Source: an optimization exercise on an open RTL-to-GDS flow (aim: small area). Production flows keep margins and buffers that such runs may drop. Power is estimated from default activity; no workload was simulated.

Setup of S:
Design Final_Watch, start of the top module:
module Final_Watch(
    input clk,
    input rst_sw,
    input [7:1] dip_sw,
    input [11:0] key_pad,
    output [7:0] seg_data,
    output [7:0] seg_com,
    output [7:0] lcd_data,
    output lcd_rs, lcd_rw, lcd_e,
    output [3:0] led_r,
    output [3:0] led_g,
    output [3:0] led_b,
    output piezo
);
Size: about 1600 cells after synthesis, about 11000 µm² of cells after synthesis.
==> flow/config.mk <==
export PLATFORM = sky130hd
export DESIGN_NAME = Final_Watch
export DESIGN_NICKNAME = Final_Watch
export VERILOG_FILES = /design/flow/design.v
export SDC_FILE = /design/flow/constraint.sdc
export NUM_CORES = 4
export LEC_CHECK = 0
export CAP_MARGIN = 20
export CORE_MARGIN = 2
export CORE_UTILIZATION = 40
export CTS_BUF_LIST = sky130_fd_sc_hd__clkbuf_8
export SLEW_MARGIN = 20
==> flow/constraint.sdc <==
create_clock -name core_clock -period 22.0 [get_ports {clk}]
set_input_delay 4.4000 -clock core_clock [delete_from_list [all_inputs] [get_ports {clk}]]
set_output_delay 4.4000 -clock core_clock [all_outputs]
set_load 0.01 [all_outputs]
standard.sh (not shown) runs the stock make flow with config.mk's settings and CLKGATE_MAP_FILE= SYNTH_SCRIPT=/design/flow/synth_recipe.tcl, a recipe that flattens the netlist after the stock synthesis.
==> flow/flow/run.sh <==
#!/bin/bash
# Own flow: the standard synthesis, then the same synthesis again with an
# area-oriented ABC script and without adder cells; if the registers of the
# two netlists agree (names and cell types) the second netlist is laid out
# by the standard flow, otherwise the standard one is.
set -u
W=$(pwd)
R=$W/orfs/results/$FLOW_PLATFORM/Final_Watch/base
bash standard.sh synth > std_synth.log 2>&1 || exit 1
cp $R/1_2_yosys.v $W/ref_1_2_yosys.v
make -C $FLOW_HOME DESIGN_CONFIG=$W/config.mk WORK_HOME=$W/orfs CLKGATE_MAP_FILE= \
  SYNTH_SCRIPT=$W/flow/my_synth.tcl ADDER_MAP_FILE= do-yosys > my_synth.log 2>&1
ok=0
if [ -s $R/1_2_yosys.v ] && grep -q "endmodule" $R/1_2_yosys.v; then
  cp $R/1_2_yosys.v $W/own_1_2_yosys.v
  python3 $W/flow/fixnames.py $W/ref_1_2_yosys.v $W/own_1_2_yosys.v $W/own_fixed_1_2_yosys.v > fixnames.log 2>&1 \
    && cp $W/own_fixed_1_2_yosys.v $R/1_2_yosys.v
  python3 $W/flow/regs.py $W/ref_1_2_yosys.v > regs_ref.txt
  python3 $W/flow/regs.py $R/1_2_yosys.v > regs_own.txt
  if [ -s regs_ref.txt ] && cmp -s regs_ref.txt regs_own.txt; then ok=1; fi
fi
if [ $ok = 1 ]; then
  echo "own synthesis used" > synth_choice.txt
else
  echo "registers differ or own synthesis failed: standard synthesis used" > synth_choice.txt
  cp $W/ref_1_2_yosys.v $R/1_2_yosys.v
fi
touch $R/1_2_yosys.v
CTS_ARGS="-sink_clustering_enable -repair_clock_nets -buf_list sky130_fd_sc_hd__clkbuf_8 -dont_use_dummy_load" BUFFER_PORTS_ARGS="-buffer_cell sky130_fd_sc_hd__buf_1" bash standard.sh > std_layout.log 2>&1
Other scripts of this flow, unchanged in this note and not shown: flow/flow/area.abc, flow/flow/fixnames.py, flow/flow/my_synth.tcl, flow/flow/regs.py
Relative to S, the following input files were edited for T:
diff --git a/flow/design.v b/flow/design.v
--- a/flow/design.v
+++ b/flow/design.v
@@ -535,24 +535,25 @@
             if(pz_tick) pz_hi <= 6'd0;
             else if(pz_lo[2]) pz_hi <= pz_hi ^ {&pz_hi[4:0], &pz_hi[3:0], &pz_hi[2:0], &pz_hi[1:0], pz_hi[0], 1'b1};
             if(pz_tick) pz_p <= (pz_p == 5'd19) ? 5'd2 : pz_p ^ {&pz_p[3:0], &pz_p[2:0], &pz_p[1:0], pz_p[0], 1'b1};
         end
     end
     wire pz_late = |pz_p[4:1];
     assign piezo = pz_on & (pz_hi[0] ^ (pz_late & ~(pz_lo[2] | pz_lo[1] | pz_lo[0])));
     localparam DELAY = 3'b000, FUNCTION_SET = 3'b001, ENTRY_MODE = 3'b010,
                DISP_ONOFF = 3'b011, LINE1 = 3'b100, LINE2 = 3'b101, DELAY_T = 3'b110;
     reg [2:0] l_state;
-    reg [6:0] l_cnt;
-    reg [6:0] l_data;    
+    reg [4:0] l_cnt;
+    reg [7:0] l_data;
     wire [3:0] ci = l_cnt[3:0];
-    wire [6:0] l_cnt_inc = l_cnt ^ {&l_cnt[5:0], &l_cnt[4:0], &l_cnt[3:0], &l_cnt[2:0], &l_cnt[1:0], l_cnt[0], 1'b1};
+    wire [4:0] l_cnt_inc = l_cnt ^ {&l_cnt[3:0], &l_cnt[2:0], &l_cnt[1:0], l_cnt[0], 1'b1};
+    wire l_delay_end = (k125 == 7'd28) && (c5 == 3'd3);
     wire line2 = l_state[0];
     reg [7:0] ch;
     always @(*) begin
         ch = 8'h20;
         if(!line2) begin
             if(dip_sw[7]) begin
                 case(ci)
                     4'd2: ch = 8'h52;
                     4'd3: ch = 8'h65;
                     4'd4: ch = 8'h61;
@@ -1038,63 +1039,62 @@
                         4'd11: ch = 8'h48;
                         default: ch = 8'h20;
                     endcase
                 end
             end
         end
     end
     always @(posedge clk or negedge rst) begin
         if(!rst) begin
             l_state <= DELAY;
-            l_cnt <= 7'd0;
+            l_cnt <= 5'd0;
         end else if(lcd_step) begin
             case(l_state)
                 DELAY: begin
-                    if(l_cnt == 7'd70) begin l_state <= FUNCTION_SET; l_cnt <= 7'd0; end
-                    else l_cnt <= l_cnt_inc;
+                    if(l_delay_end) l_state <= FUNCTION_SET;
                 end
                 FUNCTION_SET: begin
-                    if(l_cnt == 7'd30) begin l_state <= DISP_ONOFF; l_cnt <= 7'd0; end
+                    if(l_cnt == 5'd30) begin l_state <= DISP_ONOFF; l_cnt <= 5'd0; end
                     else l_cnt <= l_cnt_inc;
                 end
                 DISP_ONOFF: begin
-                    if(l_cnt == 7'd30) begin l_state <= ENTRY_MODE; l_cnt <= 7'd0; end
+                    if(l_cnt == 5'd30) begin l_state <= ENTRY_MODE; l_cnt <= 5'd0; end
                     else l_cnt <= l_cnt_inc;
                 end
                 ENTRY_MODE: begin
-                    if(l_cnt == 7'd30) begin l_state <= LINE1; l_cnt <= 7'd0; end
+                    if(l_cnt == 5'd30) begin l_state <= LINE1; l_cnt <= 5'd0; end
                     else l_cnt <= l_cnt_inc;
                 end
                 LINE1: begin
-                    if(l_cnt == 7'd16) begin l_state <= LINE2; l_cnt <= 7'd0; end
+                    if(l_cnt == 5'd16) begin l_state <= LINE2; l_cnt <= 5'd0; end
                     else l_cnt <= l_cnt_inc;
                 end
                 LINE2: begin
-                    if(l_cnt == 7'd16) begin l_state <= DELAY_T; l_cnt <= 7'd0; end
+                    if(l_cnt == 5'd16) begin l_state <= DELAY_T; l_cnt <= 5'd0; end
                     else l_cnt <= l_cnt_inc;
                 end
                 default: begin
-                    if(l_cnt == 7'd5) begin l_state <= LINE1; l_cnt <= 7'd0; end
+                    if(l_cnt == 5'd5) begin l_state <= LINE1; l_cnt <= 5'd0; end
                     else l_cnt <= l_cnt_inc;
                 end
             endcase
         end
     end
     always @(posedge clk or negedge rst) begin
         if(!rst) begin
-            l_data <= 7'h00;
+            l_data <= 8'h00;
         end else if(lcd_step) begin
             case(l_state)
-                DELAY:        l_data <= 7'h00;
-                FUNCTION_SET: l_data <= 7'h38;
-                DISP_ONOFF:   l_data <= 7'h0C;
-                ENTRY_MODE:   l_data <= 7'h06;
-                LINE1, LINE2: l_data <= !l_cnt[4] ? ch[6:0] : (line2 ? 7'h00 : 7'h40);
-                default:      l_data <= 7'h02;
+                DELAY:        l_data <= 8'h00;
+                FUNCTION_SET: l_data <= 8'h38;
+                DISP_ONOFF:   l_data <= 8'h0C;
+                ENTRY_MODE:   l_data <= 8'h06;
+                LINE1, LINE2: l_data <= !l_cnt[4] ? ch : (line2 ? 8'h80 : 8'hC0);
+                default:      l_data <= 8'h02;
             endcase
         end
     end
-    wire l_first = (l_state == DELAY) || (l_state == FUNCTION_SET && l_cnt == 7'd0);
+    wire l_first = (l_state == DELAY) || (l_state == FUNCTION_SET && l_cnt == 5'd0);
     assign lcd_rw = l_first;
-    assign lcd_rs = l_first || (l_state[2:1] == 2'b10 && l_cnt != 7'd0);
-    assign lcd_data = {(l_state == LINE2 || l_state == DELAY_T) && l_cnt == 7'd0, l_data};
+    assign lcd_rs = l_first || (l_state[2:1] == 2'b10 && l_cnt != 5'd0);
+    assign lcd_data = l_data;
 endmodule
==> comparison <==
- Post-synthesis sequential element count in T is 1 lower than in S
- Diff T and S: switching share of power higher in T
- Compared with S, in T maximum clock skew at final layout has decreased; total global routing overflow about even; met3 usage in global routing went up by 3.7 points; worst path setup slack after routing went down.
- Final cycle utilization of the critical path (lower): S
- The combinational share of power reported for T is greater than that of S by 2.5 points.
- Half-perimeter wire length after detailed placement of T exceeds that of S slightly.
- Compared T against S; routed via count within noise.
- Between T and S, the difference in end-of-flow core utilization is negligible.
- Taking S over T, the critical path depth ratio works out to 1.14.
Function was not checked in any run of this note: the RTL went through the layout flow alone.

## afterwards: timing with drivers on the ports
The results above use ideal ports. As a check the final layouts listed here were re-extracted and re-timed, cells and wires unchanged. Step 1 (the two cells are an assumption about what drives the block):
set clk [get_ports {clk}]
set_driving_cell -lib_cell sky130_fd_sc_hd__clkbuf_16 $clk
set_driving_cell -lib_cell sky130_fd_sc_hd__buf_2 [delete_from_list [all_inputs] $clk]
Step 2 times the ports against the registers' clock, not the clock port: input delays grow and output delays shrink by t, the midpoint of the rising clock arrivals with the driver on. Slacks: ideal / step 1 / step 2; pairs: ideal / step 1.
| run | shift t [ns] | slack for setup (ns) | clock arrival spread, ns | worst slew at a driven data input, ns |
|---|---|---|---|---|
| S | 0.505 | 8.986 / 8.961 / 8.961 | 0.039 / 0.040 | 0.03 |
| T | 0.515 | 7.995 / 7.967 / 7.967 | 0.039 / 0.038 | 0.03 |
After both steps every run listed still meets setup and hold. For T, which loses most, drivers alone change the setup slack by -0.028 ns; drivers and shift together by -0.028 ns.
